This is an optimization exercise on Yosys and OpenROAD, whose aim is small area and a short achievable clock period, not a production implementation.
Only simulation tests tie the RTL to the original design; equivalence was not proved.

## flow/design.v (module list and top-level ports; edited modules follow where they fit)
// module fixed: 16 lines
// module fir: 741 lines
// module add_sk_20: 87 lines
// module add_rip_13: 9 lines
// module add_rip_14: 9 lines
// module add_o16: 72 lines
// module add_f11: 42 lines
module fir (
input [15:0] signal,
input clk,
output [15:0] out,
output [15:0] f1,
output [31:0] f2,f3,f4,
output [15:0] fo1
);
  // ...
==> flow/flow/run.sh <==
#!/bin/bash
# The standard layout (the standard.sh); the ports are buffered by flow/ports.tcl
# instead of by ORFS's own buffer_ports call.
bash standard.sh DONT_BUFFER_PORTS=1 POST_GLOBAL_PLACE_TCL="$PWD/flow/ports.tcl" finish > standard.log 2>&1
==> flow/flow/ports.tcl <==
# Port buffering, run right after global placement in place of ORFS's own
# buffer_ports: every input but the clock gets a buf_4, every output a buf_1.
buffer_ports -inputs -buffer_cell sky130_fd_sc_hd__buf_4
buffer_ports -outputs -buffer_cell sky130_fd_sc_hd__buf_1
==> flow/standard.sh <==
#!/bin/bash
# synth_recipe.tcl (not shown) runs the flow's synth.tcl, then flattens the netlist and writes it again
# the make line also repeats each setting of config.mk as NAME=value (left out here)
make -C /OpenROAD-flow-scripts/flow DESIGN_CONFIG=/design/flow/config.mk WORK_HOME=/design/flow/orfs CLKGATE_MAP_FILE= SYNTH_SCRIPT=/design/flow/synth_recipe.tcl "${@:-finish}"
==> flow/config.mk <==
export PLATFORM = sky130hd
export DESIGN_NAME = fir
export DESIGN_NICKNAME = fir
export VERILOG_FILES = /design/flow/design.v
export SDC_FILE = /design/flow/constraint.sdc
export NUM_CORES = 4
export LEC_CHECK = 0
export ABC_AREA = 1
export CAP_MARGIN = 20
export CORE_MARGIN = 2
export CORE_UTILIZATION = 40
export CTS_BUF_LIST = sky130_fd_sc_hd__clkbuf_16
export CTS_CLUSTER_DIAMETER = 50
export CTS_CLUSTER_SIZE = 60
export SLEW_MARGIN = 20
export SYNTH_HIERARCHICAL = 1
==> flow/constraint.sdc <==
create_clock -name core_clock -period 30.0 [get_ports {clk}]
set_input_delay 6.0000 -clock core_clock [delete_from_list [all_inputs] [get_ports {clk}]]
set_output_delay 6.0000 -clock core_clock [all_outputs]
set_load 0.01 [all_outputs]
==> impl_results.md, run 1 <==
- Clk_skew: 0.0112 ns
- Clk Latency, worst-skew pair: 0.58 ns
- H-tree Lvls: 1
- Routed Antenna Nets: 0
- Hold Path Class: reg -> reg
- Met2 Use GR: 0.296
- Die area: 0.0541 mm2
- Arrival time at the worst endpoint: 3.22 ns
- M3 GR Usage: 0.0174
- Post-synthesis adder-cell area fraction: 0.394
- ClkCell Share: 0.0445
- R2R depth: 27
- Met3 WL: 1760 um
- Placed cells: 2833
- Yosys warns: 7
- Largest net degree at the start of global routing: 31
- Final hold vios: 0
- Routed met1 length: 21700 um
- Well Taps: 680
- Antenna violations before repair: 1
- Kind of critical path: reg -> out
- Total track usage: 0.178
- Status: timing/DRC/antenna clean
- CTS Sinks: 328
- Invs w/o clock: 379
- Clk buf depth: 3
- Final non-clock buffer share: 0.0298
- Worst-path clk slew: 0.07 ns
- Cell taking the most area after synthesis: dfxtp_1
- Max reg flops: 21
- Multi-input combinational area share: 0.542
- Slew headroom: 0.328
==> run 2, diff against run 1 <==
--- a/flow/config.mk
+++ b/flow/config.mk
@@ -11,5 +11,4 @@
 export CORE_UTILIZATION = 40
-export CTS_BUF_LIST = sky130_fd_sc_hd__clkbuf_16
-export CTS_CLUSTER_DIAMETER = 50
-export CTS_CLUSTER_SIZE = 60
+export CTS_CLUSTER_DIAMETER = 60
+export CTS_CLUSTER_SIZE = 40
 export SLEW_MARGIN = 20
==> run 2 against run 1 <==
Still clean. Sequential share of layout area up 0.085 points. Global-route usage about the same. Setup slack got worse by 0.052 ns. Non-clock buffer count unchanged. Critical path type unchanged.
==> impl_results.md, run 2 <==
- R2R Path End: v6[15] (unchanged)
- Overflow after GRT: 0 (unchanged)
- Main synth FF type: dfxtp_1 (unchanged)
- Setup crit end kind: output pin (unchanged)
- Clk Latency, worst-skew pair: 0.58 ns (about the same)
- WL per Instance: 16.0 um (about the same)
- Total track usage: 0.179 (was 0.178)
- Footprint of the multi-input gates: 0.0125 mm2 (unchanged)
- Leading cell types in the layout, fill and taps excluded: 372 x inv_1, 326 x dfxtp_1, 291 x fa_1 (was 375 x inv_1, 326 x dfxtp_1, 291 x fa_1)
- Cell taking the most area after synthesis: dfxtp_1 (unchanged)
- Fin crit period: 9.27 ns (was 9.22 ns)
- ANT cells: 0 (unchanged)
- #FFs+latches synth: 328 (unchanged)
- Area delta synth->final: 9.86% (was 10.2%)
- EDFF count, synth: 0 (unchanged)
- Commonest non-fill, non-tap cell in the layout: inv_1 (unchanged)
- Inserted Clock Buffers: 26 (was 29)
- Post-synth ARST share: 0 (unchanged)
- Via Count: 13214 (was 13317)
- WL final: 46100 um (was 46200 um)
- Synth top cells by count: 372 x inv_1, 328 x dfxtp_1, 291 x fa_1 (unchanged)
- Vias in the first global route: 13983 (was 14005)
- Final hold vios: 0 (unchanged)
- Critical path's slowest cell: dfxtp_1 (unchanged)
- RSZ-0062 raised after global routing: no (unchanged)
- Area contributors post-synth: dfxtp_1 31%, fa_1 28%, ha_1 11% (unchanged)
- Max_cap viols: 0 (unchanged)
- Syn Inst Count: 2047 (unchanged)
- I/O Pins: 161 (unchanged)
- Hold Path Cell Cnt: 0 (unchanged)
- Yosys top cell area share: 0.314 (unchanged)
- First-pass GRT wire length: 75200 um (was 75100 um)
- Most frequent cell after synthesis: inv_1 (unchanged)
- Largest net degree at the start of global routing: 31 (unchanged)
- Chip Height: 233 um (unchanged)
- DRT Pass-1 Iters: 5 (unchanged)
- Worst Tran Pin Value: 1.01 ns (was 0.998 ns)
- Max reg flops: 21 (unchanged)
- Clk buf depth: 3 (unchanged)
- Status: timing/DRC/antenna clean (unchanged)
- Final worst-path setup slack: 20.73 ns (was 20.78 ns)
- Setup WS pre-CTS: 20.29 ns (unchanged)
- Final setup viols: 0 (unchanged)
- RR Startpoint: m11d[0] (unchanged)
- R2R depth: 27 (unchanged)
- Placed instance area: 0.0220 mm2 (unchanged)
- I/O Buffers: 159 (unchanged)
- CTS Sinks: 328 (unchanged)
- DRC violations left: 0 (unchanged)
- Die area: 0.0541 mm2 (unchanged)
- Tcrit/Tclk final: 0.309 (was 0.307)
- Hold_buf cts: 0 (unchanged)
- Kind of critical path: reg -> out (unchanged)
- Setup crit start kind: flip-flop (unchanged)
- Final Cell Area: 0.0230 mm2 (about the same)
- Yosys warns: 7 (unchanged)
- Biggest regs: m45d: 21 flops, m11d: 20 flops, n: 20 flops (unchanged)
- Layout Nets: 2681 (was 2684)
- Clk_skew: 0.0245 ns (was 0.0112 ns)
- Crit-path leading delay family: adder cells (unchanged)
- CP cell instances: inv_1 > fa_1 > inv_1 > fa_1 > nand3_1 > nand3_2 > nand2_1 > nand2_4 > inv_1 > fa_1 > xnor2_1 > buf_1 (unchanged)
- Synth unique cells: 49 (unchanged)
- Routed Antenna Nets: 0 (unchanged)
- Max-slew violations: 0 (unchanged)
- R2r setup slk: 20.91 ns (about the same)
- H-tree Lvls: 1 (unchanged)
- Most flops, register: m45d (unchanged)
- Post-synthesis sequential area ratio: 0.314 (unchanged)
- Req. time, crit path: 24.00 ns (about the same)
- PostCTS Resize Cnt: 0 (unchanged)
- Fraction of layout cells with a size suffix above 1: 0.0659 (was 0.0671)
- Filler Cell Count: 4913 (was 4906)
- Setup TNS: 0 ns (unchanged)
- Arrival time at the worst endpoint: 3.27 ns (was 3.22 ns)
- Slew headroom: 0.318 (was 0.328)
- Worst Path Buf+Inv: 4 (unchanged)
- CTS tree: built (unchanged)
- Vias per cell: 4.59 (was 4.61)
- Crit-path max FO: 8 (unchanged)
- Initial DRC Count: 759 (was 744)
- Starting density of the core: 0.406 (unchanged)
- Reg area: 0.00657 mm2 (unchanged)
- Setup Fix Bufs, Post-CTS: 0 (unchanged)
- CP max stage delay: 0.61 ns (was 0.57 ns)
- HPWL Detailed: 38500 um (unchanged)
- Hold path startpoint: m5d[4] (unchanged)
- Hold Path Class: reg -> reg (unchanged)
- Chip width: 233 um (unchanged)
- Root Driver: clkbuf_16 (unchanged)
- Worst Hold Path EP: r4[5] (unchanged)
- Antenna violations before repair: 1 (unchanged)
- Syn avg cell area: 10.2 um2 (unchanged)
- Fmax: 0.108 GHz (about the same)
- Std cell rows: 83 (unchanged)
- Worst-path clk slew: 0.10 ns (was 0.07 ns)
- CORE AREA: 0.0515 mm2 (unchanged)
- Cell Area, Synth: 0.0209 mm2 (unchanged)
run 2: cell types whose count changed in the layout (fill, tap and decap cells not counted), moves of 2 or more:
cell       change
inv_8          -3
clkbuf_16      -3
clkbuf_1       +2
clkinv_2       +2
inv_1          -3
clkinv_8       +3
clkinv_4       -2
clkinv_1       -2
inv_6          -2
run 2: area by class of cell:
| cell class | instances | share of cell area |
|---|---|---|
| clock buffers | 28 | 0.0287 |
| clock inverters | 20 | 0.0130 |
| inverters | 379 | 0.0620 |
| multi-input cells | 1283 | 0.543 |
| flip-flops and latches | 328 | 0.286 |
| well taps | 680 | 0.0371 |
| repair buffers | 163 | 0.0299 |
run 2: how the worst max path moves through the flow:
| stage | start | endpoint | cells past startpoint |
|---|---|---|---|
| after detailed placement | signal[12] | n[17] | 20 |
| final | n[11] | out[9] | 12 |
| after global routing | m11d[0] | v6[15] | 27 |
| after CTS | n[11] | out[9] | 12 |
| after global placement | signal[12] | n[17] | 19 |
| after floorplan | signal[11] | n[17] | 22 |
run 2: per-module statistics from Yosys (local to each module, per instance):
module | cell area (um2) | cells inside
fir | 17900 | 1634
add_sk_20 | 905 | 139
add_o16 | 761 | 129
add_f11 | 440 | 64
add_rip_14 | 317 | 27
add_rip_13 | 299 | 27
run 2: stage by stage:
stage,utilization,instances,hold WS (ns)
final,0.446,2881,0.395
after global routing,0.446,2881,0.404
after detailed placement,0.427,2833,0.386
after floorplan,-,2052,0.355
after global placement,0.414,2674,0.380
after CTS,0.446,2881,0.400
run 2: logic make-up (layout without fill, tap and decap cells):
kind of cell	Yosys count	count (layout)	share of synthesized area
fa+ha+maj	483	483	0.394
flops	328	328	0.314
compound gates	132	132	0.0384
xor+xnor	99	99	0.0415
other cells	1	6	0.000179
simple gates	563	563	0.122
buf+inv	441	590	0.0898
run 2: per-layer routing:
layer / global-route usage / part of all wire / up-vias
met4: 0.0456 / 0.024 / 0
met1: 0.251 / 0.48 / 6431
met2: 0.296 / 0.47 / 213
met5: 0 / 0 / -
met3: 0.0165 / 0.032 / 62
li1: - / - / 6508
==> run 3, diff against run 2 <==
==> flow/flow/run.sh (replaced) <==
#!/bin/bash
# The standard layout (the standard.sh); the ports are buffered by flow/ports.tcl
# instead of by ORFS's own buffer_ports call, and clock tree synthesis gets its
# arguments from CTS_ARGS.
bash standard.sh DONT_BUFFER_PORTS=1 POST_GLOBAL_PLACE_TCL="$PWD/flow/ports.tcl" \
  CTS_ARGS="-sink_clustering_enable -repair_clock_nets -sink_clustering_size 20 -sink_clustering_max_diameter 40 -dont_use_dummy_load -sink_clustering_buffer sky130_fd_sc_hd__clkbuf_8" finish > standard.log 2>&1
--- a/flow/config.mk
+++ b/flow/config.mk
@@ -11,4 +11,2 @@
 export CORE_UTILIZATION = 40
-export CTS_CLUSTER_DIAMETER = 60
-export CTS_CLUSTER_SIZE = 40
 export SLEW_MARGIN = 20
==> run 3 against run 2 <==
Non-clock buffer count unchanged. Via count up 0.47%. Largest cell class unchanged. Global-route usage up 0.13 points. Setup slack better by 0.057 ns.
==> impl_results.md, run 3 <==
- Post-synth ARST share: 0 (unchanged)
- PostCTS Resize Cnt: 0 (unchanged)
- Synth top cells by count: 372 x inv_1, 328 x dfxtp_1, 291 x fa_1 (unchanged)
- Worst Tran Pin Value: 1.01 ns (about the same)
- Std cell rows: 83 (unchanged)
- EDFF count, synth: 0 (unchanged)
- Max_cap viols: 0 (unchanged)
- CTS tree: built (unchanged)
- Fin crit period: 9.21 ns (was 9.27 ns)
- Antenna violations before repair: 1 (unchanged)
- Final hold vios: 0 (unchanged)
- Largest net degree at the start of global routing: 31 (unchanged)
- ANT cells: 0 (unchanged)
- Setup TNS: 0 ns (unchanged)
- I/O Pins: 161 (unchanged)
- Commonest non-fill, non-tap cell in the layout: inv_1 (unchanged)
- #FFs+latches synth: 328 (unchanged)
- Overflow after GRT: 0 (unchanged)
- Cell Area, Synth: 0.0209 mm2 (unchanged)
- Chip Height: 233 um (unchanged)
- Main synth FF type: dfxtp_1 (unchanged)
- Clk Latency, worst-skew pair: 0.54 ns (was 0.58 ns)
- Max reg flops: 21 (unchanged)
- Fraction of layout cells with a size suffix above 1: 0.0634 (was 0.0659)
- Starting density of the core: 0.406 (unchanged)
- Cell taking the most area after synthesis: dfxtp_1 (unchanged)
- Die area: 0.0541 mm2 (unchanged)
- Clk buf depth: 3 (unchanged)
- DRT Pass-1 Iters: 5 (unchanged)
- Biggest regs: m45d: 21 flops, m11d: 20 flops, n: 20 flops (unchanged)
- Synth unique cells: 49 (unchanged)
- Yosys warns: 7 (unchanged)
- Via Count: 13276 (was 13214)
- Vias per cell: 4.62 (was 4.59)
- Root Driver: clkbuf_16 (unchanged)
- Syn avg cell area: 10.2 um2 (unchanged)
- Fmax: 0.109 GHz (was 0.108 GHz)
- Routed Antenna Nets: 0 (unchanged)
- CP cell instances: buf_4 > inv_1 > nor2_2 > inv_1 > o211ai_1 > nand2_1 > nand2_1 > inv_1 > ha_1 > inv_1 > ha_1 > ha_1 > nand2_1 > nand3_2 > nand2_1 > nand2_2 > nand2_2 > nand2_4 > fa_1 > xor2_1 (was inv_1 > fa_1 > inv_1 > fa_1 > nand3_1 > nand3_2 > nand2_1 > nand2_4 > inv_1 > fa_1 > xnor2_1 > buf_1)
- Layout Nets: 2695 (was 2681)
- CTS Sinks: 328 (unchanged)
- Status: timing/DRC/antenna clean (unchanged)
- Setup Fix Bufs, Post-CTS: 0 (unchanged)
- Hold_buf cts: 0 (unchanged)
- Setup crit start kind: input port (was flip-flop)
- Area delta synth->final: 8.18% (was 9.86%)
- Final setup viols: 0 (unchanged)
- RSZ-0062 raised after global routing: no (unchanged)
- Critical path's slowest cell: nor2_2 (was dfxtp_1)
- Crit-path max FO: 12 (was 8)
- Chip width: 233 um (unchanged)
- Inserted Clock Buffers: 40 (was 26)
- Kind of critical path: in -> reg (was reg -> out)
- Area contributors post-synth: dfxtp_1 31%, fa_1 28%, ha_1 11% (unchanged)
- WL per Instance: 16.1 um (was 16.0 um)
- Vias in the first global route: 13998 (was 13983)
- I/O Buffers: 159 (unchanged)
- Clk_skew: 0.0746 ns (was 0.0245 ns)
- HPWL Detailed: 38500 um (unchanged)
- H-tree Lvls: 2 (was 1)
- Yosys top cell area share: 0.314 (unchanged)
- Initial DRC Count: 669 (was 759)
- Most flops, register: m45d (unchanged)
- Arrival time at the worst endpoint: 9.62 ns (was 3.27 ns)
- Total track usage: 0.180 (was 0.179)
- Max-slew violations: 0 (unchanged)
- Req. time, crit path: 30.40 ns (was 24.00 ns)
- Worst-path clk slew: 0.07 ns (was 0.10 ns)
- Most frequent cell after synthesis: inv_1 (unchanged)
- Hold Path Class: reg -> reg (unchanged)
- First-pass GRT wire length: 75400 um (was 75200 um)
- Leading cell types in the layout, fill and taps excluded: 372 x inv_1, 326 x dfxtp_1, 291 x fa_1 (unchanged)
- Syn Inst Count: 2047 (unchanged)
- WL final: 46200 um (was 46100 um)
- WHS: 0.393 ns (was 0.395 ns)
- CP max stage delay: 0.42 ns (was 0.61 ns)
- DRC violations left: 0 (unchanged)
- Slew headroom: 0.320 (was 0.318)
- CORE AREA: 0.0515 mm2 (unchanged)
- Post-synthesis sequential area ratio: 0.314 (unchanged)
- Setup crit end kind: flip-flop (was output pin)
- Tcrit/Tclk final: 0.307 (was 0.309)
==> run 3: cell type report <==
class,count,area [um2]
repair buffers,163,687
multi-input cells,1283,12500
flip-flops and latches,328,6570
clock buffers,40,607
fillers,4952,28900
well taps,680,851
inverters,379,1420
==> run 3: metal layers <==
| layer | routed length, um | vias up | GRT usage |
|---|---|---|---|
| met1 | 21800 | 6470 | 0.250 |
| met3 | 1600 | 53 | 0.0232 |
| met5 | 0 | - | 0 |
| li1 | - | 6521 | - |
| met2 | 21900 | 232 | 0.299 |
| met4 | 862 | 0 | 0.0408 |
==> run 3: path summary, 6_finish.rpt <==
check                           depth (start not counted)  startpoint  endpoint  slack (ns)
worst min-delay path                                    0      m5d[4]     r4[5]        0.39
worst max register to register                         27     m11d[0]    v6[15]       20.93
worst max-delay path                                   20  signal[12]     n[17]       20.79
worst min register to register                          0      m5d[4]     r4[5]        0.39
==> run 3: worst max-delay path, delay by kind of cell <==
kind / cells / cell delay [ns]
XOR/XNOR: 1 / 0.16
AND/OR/NAND/NOR: 9 / 1.15
adder cells (fa/ha/maj): 4 / 1.35
buffers and inverters: 5 / 0.74
AO/OA/AOI/OAI: 1 / 0.21
==> run 3: logic make-up after synthesis <==
kind of cell,count (synthesis),share of synthesized area
flip-flops,328,0.314
other,1,0.000179
adder cells (fa/ha/maj),483,0.394
XOR/XNOR,99,0.0415
AND/OR/NAND/NOR,563,0.122
buffers and inverters,441,0.0898
AO/OA/AOI/OAI,132,0.0384
==> run 3: per-module statistics from Yosys, one instance, submodules excluded <==
| module | flops+latches | cells inside | cell area [um2] |
|---|---|---|---|
| add_rip_13 | 0 | 27 | 299 |
| add_rip_14 | 0 | 27 | 317 |
| add_o16 | 0 | 129 | 761 |
| add_sk_20 | 0 | 139 | 905 |
| fir | 328 | 1634 | 17900 |
| add_f11 | 0 | 64 | 440 |
==> run 3: through the flow <==
stage	instances	utilization	cell area, um2	setup WS (ns)
final	2873	0.439	22600	20.79
after global routing	2873	0.439	22600	20.39
after CTS	2873	0.439	22600	20.78
after detailed placement	2833	0.427	22000	20.29
after global placement	2674	0.414	21300	20.60
after floorplan	2052	-	20900	20.99
==> run 4, diff against run 3 <==
==> flow/flow/run.sh (replaced) <==
#!/bin/bash
# The standard layout (the standard.sh); the ports are buffered by flow/ports.tcl
# instead of by ORFS's own buffer_ports call, and clock tree synthesis gets its
# arguments from CTS_ARGS.
bash standard.sh DONT_BUFFER_PORTS=1 POST_GLOBAL_PLACE_TCL="$PWD/flow/ports.tcl" \
  CTS_ARGS="-sink_clustering_enable -repair_clock_nets -sink_clustering_size 60 -sink_clustering_max_diameter 50 -dont_use_dummy_load" finish > standard.log 2>&1
==> run 4 against run 3 <==
Cell count decreased by 0.38%. Largest cell class unchanged. Sequential share of layout area fell by 0.15 points. Maximum frequency rose by 0.29%. Synthesized cell count is the same. Highest routed layer unchanged. Flip-flop and latch count is the same. Global-route usage down 0.19 points. Critical path depth stayed put. Worst hold slack worse by 0.0015 ns. Setup slack gained 0.026 ns. First-iteration DRC count down 8.5%.
==> impl_results.md, run 4 <==
- Xor and xnor area share after synthesis: 0.0415 (unchanged)
- Leading cell types in the layout, fill and taps excluded: 372 x inv_1, 326 x dfxtp_1, 291 x fa_1 (unchanged)
- Cell Area, Synth: 0.0209 mm2 (unchanged)
- Std cell rows: 83 (unchanged)
- WL per Instance: 16.1 um (about the same)
- CTS Sinks: 328 (unchanged)
- Setup TNS: 0 ns (unchanged)
- Post-Layout Cell Count: 2862 (was 2873)
- Synth top cells by count: 372 x inv_1, 328 x dfxtp_1, 291 x fa_1 (unchanged)
- Clk Latency, worst-skew pair: 0.58 ns (was 0.54 ns)
- Area delta synth->final: 8.75% (was 8.18%)
- I/O Pins: 161 (unchanged)
- HPWL Detailed: 38500 um (unchanged)
- Starting density of the core: 0.406 (unchanged)
- Crit-path leading delay family: adder cells (unchanged)
- WL final: 46000 um (was 46200 um)
- Chip width: 233 um (unchanged)
- Fraction of layout cells with a size suffix above 1: 0.0587 (was 0.0634)
- Most flops, register: m45d (unchanged)
- Synth unique cells: 49 (unchanged)
- CTS tree: built (unchanged)
- Syn Inst Count: 2047 (unchanged)
- Vias in the first global route: 13927 (was 13998)
- Kind of critical path: in -> reg (unchanged)
- Status: timing/DRC/antenna clean (unchanged)
- #FFs+latches synth: 328 (unchanged)
- Cell taking the most area after synthesis: dfxtp_1 (unchanged)
- H-tree Lvls: 1 (was 2)
- Initial DRC Count: 612 (was 669)
- CP startpoint: signal[12] (unchanged)
- Syn avg cell area: 10.2 um2 (unchanged)
- Setup crit start kind: input port (unchanged)
- Setup crit end kind: flip-flop (unchanged)
- Overflow after GRT: 0 (unchanged)
- DRT Pass-1 Iters: 5 (unchanged)
- Synth Area in Compound Gates: 0.0384 (unchanged)
- Worst Hold Path EP: r4[5] (unchanged)
- Hold Path Cell Cnt: 0 (unchanged)
- ANT cells: 0 (unchanged)
- RR Startpoint: m11d[0] (unchanged)
- Chip Height: 233 um (unchanged)
- R2R Path End: v6[15] (unchanged)
- Clk buf depth: 3 (unchanged)
- EDFF count, synth: 0 (unchanged)
- Hold_buf cts: 0 (unchanged)
- Arrival time at the worst endpoint: 9.60 ns (was 9.62 ns)
- CORE AREA: 0.0515 mm2 (unchanged)
- Total track usage: 0.178 (was 0.180)
- Yosys warns: 7 (unchanged)
- R2R depth: 27 (unchanged)
- Hold path startpoint: m5d[4] (unchanged)
- Die area: 0.0541 mm2 (unchanged)
- CP cell instances: buf_4 > inv_1 > nor2_2 > inv_1 > o211ai_1 > nand2_1 > nand2_1 > inv_1 > ha_1 > inv_1 > ha_1 > ha_1 > nand2_1 > nand3_2 > nand2_1 > nand2_2 > nand2_2 > nand2_4 > fa_1 > xor2_1 (unchanged)
- Max-slew violations: 0 (unchanged)
- Crit-path max FO: 12 (unchanged)
- Critical path's slowest cell: nor2_2 (unchanged)
- Req. time, crit path: 30.41 ns (was 30.40 ns)
- Setup Fix Bufs, Post-CTS: 0 (unchanged)
- Area contributors post-synth: dfxtp_1 31%, fa_1 28%, ha_1 11% (unchanged)
- Via Count: 13241 (was 13276)
- Root Driver: clkbuf_16 (unchanged)
- Main combinational cell family by area after synthesis: adder cells (unchanged)
- Max reg flops: 21 (unchanged)
- Commonest non-fill, non-tap cell in the layout: inv_1 (unchanged)
- Biggest regs: m45d: 21 flops, m11d: 20 flops, n: 20 flops (unchanged)
- Final setup viols: 0 (unchanged)
- I/O Buffers: 159 (unchanged)
- RSZ-0062 raised after global routing: no (unchanged)
- Max_cap viols: 0 (unchanged)
- Hold Path Class: reg -> reg (unchanged)
- Post-synthesis adder-cell area fraction: 0.394 (unchanged)
- Post-synth ARST share: 0 (unchanged)
- Yosys top cell area share: 0.314 (unchanged)
- Final hold vios: 0 (unchanged)
- Worst Tran Pin Value: 0.983 ns (was 1.01 ns)
- Routed Antenna Nets: 0 (unchanged)
- Post-synthesis mux area share: 0 (unchanged)
- DRC violations left: 0 (unchanged)
- Post-synthesis sequential area ratio: 0.314 (unchanged)
- Inserted Clock Buffers: 29 (was 40)
- Antenna violations before repair: 1 (unchanged)
- Worst-path clk slew: 0.06 ns (was 0.07 ns)
- PostCTS Resize Cnt: 0 (unchanged)
- Simple-gate share of the synthesized area: 0.122 (unchanged)
- Most frequent cell after synthesis: inv_1 (unchanged)
- Placed cells: 2833 (unchanged)
- Main synth FF type: dfxtp_1 (unchanged)
- Filler Cell Count: 4937 (was 4952)
- Largest net degree at the start of global routing: 31 (unchanged)
- Vias per cell: 4.63 (was 4.62)
- Fmax: 0.109 GHz (about the same)
- CP max stage delay: 0.41 ns (was 0.42 ns)
- Fin crit period: 9.19 ns (was 9.21 ns)
- Worst Path Buf+Inv: 5 (unchanged)
- R2r setup slk: 20.95 ns (was 20.93 ns)
- Layout Nets: 2684 (was 2695)
- Slew headroom: 0.338 (was 0.320)
- Clk_skew: 0.0666 ns (was 0.0746 ns)
- Tcrit/Tclk final: 0.306 (was 0.307)
- First-pass GRT wire length: 75100 um (was 75400 um)
-- run 4: cell counts after synthesis --
No cell type changed its count.
-- run 4: modules after synthesis (local to each module, per instance) --
module | times used | flops+latches | cells inside | area [um2]
fir | 1 | 328 | 1634 | 17900
add_sk_20 | 1 | 0 | 139 | 905
add_o16 | 1 | 0 | 129 | 761
add_f11 | 1 | 0 | 64 | 440
add_rip_14 | 2 | 0 | 27 | 317
add_rip_13 | 1 | 0 | 27 | 299
-- run 4: cell type report --
class | count | area, um2 | area share
tap | 680 | 851 | 0.0374
sequential | 328 | 6570 | 0.289
timing repair buffer | 163 | 687 | 0.0302
inverter | 379 | 1420 | 0.0626
clock buffer | 29 | 726 | 0.0319
multi-input combinational | 1283 | 12500 | 0.549
-- run 4: how the worst max path moves through the flow --
| stage | end | slack, ns | cells after the start |
|---|---|---|---|
| 2_1_floorplan | n[17] | 20.99 | 22 |
| 3_3_place_gp | n[17] | 20.60 | 19 |
| 3_5_place_dp | n[17] | 20.29 | 20 |
| 4_1_cts | out[9] | 20.74 | 12 |
| 5_1_grt | v6[15] | 20.43 | 27 |
| 6_report | n[17] | 20.81 | 20 |
-- run 4: cells by family after synthesis --
kind of cell / Yosys count
adders and majority gates: 483
and+or+nand+nor: 563
xor gates and xnor gates: 99
buffers and inverters: 441
other: 1
AOI/OAI and AO/OA: 132
DFF: 328
-- run 4: routing by layer --
layer	GRT usage	part of all wire	vias to the layer above
met5	0	0	-
met3	0.0164	0.033	35
li1	-	-	6501
met2	0.301	0.48	218
met4	0.0340	0.014	0
met1	0.250	0.48	6487
-- run 4: worst register-to-register path, cell delays in order (launching register included) --
cell and delay [ns]:
dfxtp_1 0.43, inv_1 0.19, fa_1 0.55, ha_1 0.25, nor4_1 0.26, o21ai_0 0.12
o311ai_0 0.10, nand3_1 0.12, o311ai_0 0.12, inv_1 0.10, fa_1 0.49, inv_1 0.08
fa_1 0.44, fa_1 0.41, fa_1 0.41, fa_1 0.40, fa_1 0.40, fa_1 0.40
fa_1 0.39, fa_1 0.38, fa_1 0.43, fa_1 0.40, fa_1 0.41, fa_1 0.39
fa_1 0.40, fa_1 0.38, fa_1 0.38, xnor2_1 0.13
-- run 4: stage by stage --
| step | worst slack [ns] | area (um2) | hold slack [ns] | utilization |
|---|---|---|---|---|
| detailed placement | 20.29 | 22000 | 0.386 | 0.427 |
| finish | 20.81 | 22700 | 0.391 | 0.441 |
| floorplan | 20.99 | 20900 | 0.355 | - |
| global route | 20.43 | 22700 | 0.400 | 0.441 |
| global placement | 20.60 | 21300 | 0.380 | 0.414 |
| CTS | 20.74 | 22700 | 0.396 | 0.441 |
==> run 5, diff against run 4 <==
==> flow/flow/run.sh (replaced) <==
#!/bin/bash
# The standard layout (the standard.sh); the ports are buffered by flow/ports.tcl
# instead of by ORFS's own buffer_ports call, and clock tree synthesis gets its
# arguments from CTS_ARGS.
bash standard.sh DONT_BUFFER_PORTS=1 POST_GLOBAL_PLACE_TCL="$PWD/flow/ports.tcl" \
  CTS_ARGS="-sink_clustering_enable -repair_clock_nets -sink_clustering_size 40 -sink_clustering_max_diameter 60 -dont_use_dummy_load" finish > standard.log 2>&1
==> run 5 against run 4 <==
Still clean. Sequential share of layout area rose by 0.096 points. Clock-buffer cell count shrank 3. Clock skew up 0.0021 ns. Register-to-register slack about the same. Die area unchanged. Cell count shrank 0.10%. Non-clock buffer count unchanged. Maximum frequency is 0.50% lower. Setup slack worse by 0.046 ns. Routed wire length decreased by 0.12%. Critical path type is now reg -> out. Largest cell class unchanged.
==> impl_results.md, run 5 <==
- Setup Fix Bufs, Post-CTS: 0 (unchanged)
- ANT cells: 0 (unchanged)
- Fmax: 0.108 GHz (was 0.109 GHz)
- Max-slew violations: 0 (unchanged)
- First-pass GRT wire length: 74900 um (was 75100 um)
- Req. time, crit path: 24.00 ns (was 30.41 ns)
- EDFF count, synth: 0 (unchanged)
- Total track usage: 0.178 (about the same)
- DRC violations left: 0 (unchanged)
- Die area: 0.0541 mm2 (unchanged)
- Tcrit/Tclk final: 0.308 (was 0.306)
- Worst-path clk slew: 0.10 ns (was 0.06 ns)
- Hold path startpoint: m5d[4] (unchanged)
- Fin crit period: 9.23 ns (was 9.19 ns)
- Hold_buf cts: 0 (unchanged)
- Initial DRC Count: 686 (was 612)
- DRT Pass-1 Iters: 5 (unchanged)
- Arrival time at the worst endpoint: 3.23 ns (was 9.60 ns)
- Std cell rows: 83 (unchanged)
- Crit-path max FO: 8 (was 12)
- Final setup viols: 0 (unchanged)
- RSZ-0062 raised after global routing: no (unchanged)
- Clk Latency, worst-skew pair: 0.57 ns (was 0.58 ns)
- Routed Antenna Nets: 0 (unchanged)
- CTS tree: built (unchanged)
- Overflow after GRT: 0 (unchanged)
- HPWL Detailed: 38500 um (unchanged)
- Setup crit end kind: output pin (was flip-flop)
- Post-synth ARST share: 0 (unchanged)
- Via Count: 13206 (was 13241)
- Synth unique cells: 49 (unchanged)
- WHS: 0.395 ns (was 0.391 ns)
- Most frequent cell after synthesis: inv_1 (unchanged)
- Fraction of layout cells with a size suffix above 1: 0.0574 (was 0.0587)
- Commonest non-fill, non-tap cell in the layout: inv_1 (unchanged)
- Layout Nets: 2681 (was 2684)
- Yosys top cell area share: 0.314 (unchanged)
- Largest net degree at the start of global routing: 31 (unchanged)
- Max_cap viols: 0 (unchanged)
- Area delta synth->final: 8.39% (was 8.75%)
- H-tree Lvls: 1 (unchanged)
- Synth top cells by count: 372 x inv_1, 328 x dfxtp_1, 291 x fa_1 (unchanged)
- Setup crit start kind: flip-flop (was input port)
- Final hold vios: 0 (unchanged)
- Vias in the first global route: 13918 (was 13927)
- Root Driver: clkbuf_16 (unchanged)
- Worst Tran Pin Value: 1.01 ns (was 0.983 ns)
- Main synth FF type: dfxtp_1 (unchanged)
- Vias per cell: 4.62 (was 4.63)
- PostCTS Resize Cnt: 0 (unchanged)
- Clk buf depth: 3 (unchanged)
- Area contributors post-synth: dfxtp_1 31%, fa_1 28%, ha_1 11% (unchanged)
- I/O Buffers: 159 (unchanged)
- CTS Sinks: 328 (unchanged)
- Syn avg cell area: 10.2 um2 (unchanged)
- Slew headroom: 0.322 (was 0.338)
- Yosys warns: 7 (unchanged)
- #FFs+latches synth: 328 (unchanged)
- Starting density of the core: 0.406 (unchanged)
- CORE AREA: 0.0515 mm2 (unchanged)
- WL per Instance: 16.1 um (about the same)
- Clk_skew: 0.0687 ns (was 0.0666 ns)
- Post-synthesis sequential area ratio: 0.314 (unchanged)
- Setup WS pre-CTS: 20.29 ns (unchanged)
- Chip Height: 233 um (unchanged)
- Status: timing/DRC/antenna clean (unchanged)
- WL final: 45900 um (was 46000 um)
- Cell taking the most area after synthesis: dfxtp_1 (unchanged)
- Chip width: 233 um (unchanged)
- Setup TNS: 0 ns (unchanged)
- Antenna violations before repair: 1 (unchanged)
- Inserted Clock Buffers: 26 (was 29)
- Syn Inst Count: 2047 (unchanged)
- RR Startpoint: m11d[0] (unchanged)
- Hold Path Class: reg -> reg (unchanged)
- Max reg flops: 21 (unchanged)
- Leading cell types in the layout, fill and taps excluded: 372 x inv_1, 326 x dfxtp_1, 291 x fa_1 (unchanged)
- Most flops, register: m45d (unchanged)
- Cell Area, Synth: 0.0209 mm2 (unchanged)
- Final worst-path setup slack: 20.77 ns (was 20.81 ns)
- Kind of critical path: reg -> out (was in -> reg)
- Biggest regs: m45d: 21 flops, m11d: 20 flops, n: 20 flops (unchanged)
- CP startpoint: n[11] (was signal[12])
- I/O Pins: 161 (unchanged)
## run 5: cell counts after synthesis
Identical to the previous run, type by type.
## run 5: through the flow
stage                     area [um2]  utilization  cells
after detailed placement       22000        0.427   2833
after global placement         21300        0.414   2674
after CTS                      22700        0.440   2859
after floorplan                20900            -   2052
final                          22700        0.440   2859
after global routing           22700        0.440   2859
## run 5: cells by family (layout without fill, tap and decap cells)
kind of cell	after synthesis	after routing	share of synthesized area
AOI/OAI and AO/OA	132	132	0.0384
xor gates and xnor gates	99	99	0.0415
adders and majority gates	483	483	0.394
buffers and inverters	441	568	0.0898
DFF	328	328	0.314
other	1	6	0.000179
and+or+nand+nor	563	563	0.122
## run 5: final cells by class
type,count,area [um2]
fillers,4938,28900
well taps,680,851
flip-flops and latches,328,6570
multi-input cells,1283,12500
clock buffers,26,651
repair buffers,163,687
inverters,379,1420
## run 5: Yosys stat by module, one instance, submodules excluded
module      times used  flip-flops and latches  cells
add_f11              1                       0     64
add_rip_14           2                       0     27
fir                  1                     328   1634
add_o16              1                       0    129
add_sk_20            1                       0    139
add_rip_13           1                       0     27
## run 5: final timing paths
check	endpoint	slack [ns]	depth (start not counted)
setup / recovery	out[9]	20.77	12
hold / removal	r4[5]	0.40	0
setup reg to reg	v6[15]	20.96	27
hold reg to reg	r4[5]	0.40	0
## run 5: routing by layer
metal	part of all wire	global-route usage
met5	0	0
met1	0.48	0.250
met2	0.47	0.294
met4	0.024	0.0460
met3	0.031	0.0165
## run 5: critical path, stage by stage (launching register included)
cell and delay, ns:
dfxtp_1 0.60, inv_1 0.12, fa_1 0.38, inv_1 0.09, fa_1 0.19, nand3_1 0.10
nand3_2 0.14, nand2_1 0.11, nand2_4 0.16, inv_1 0.08, fa_1 0.38, xnor2_1 0.16
buf_1 0.16

afterwards: timing with drivers on the ports:
Ports are ideal in the flow. The routed layouts listed here were re-timed in OpenROAD. Step 1 assumes that a clkbuf_16 drives the clock port and a buf_2 every other input. Step 2 adds t to the input delays and takes it off the output delays; t is the mean of the earliest and latest rising clock arrival at the registers after step 1. Input paths then give back, and output paths get back, about the clock's delay inside the block. a / b / c = ideal ports / drivers / drivers and shift; a / b = the first two.
run	t, ns	slack for setup (ns)	worst setup path at the end
run 1	0.633	20.783 / 20.729 / 20.248	input to register
run 2	0.617	20.731 / 20.677 / 20.258	input to register
run 3	0.556	20.787 / 20.789 / 20.260	input to register
run 4	0.601	20.814 / 20.768 / 20.242	input to register
run 5	0.589	20.768 / 20.715 / 20.238	input to register
After both steps every run listed still meets setup and hold. For run 4, which loses most, drivers alone change the setup slack by -0.046 ns; drivers and shift together by -0.572 ns.
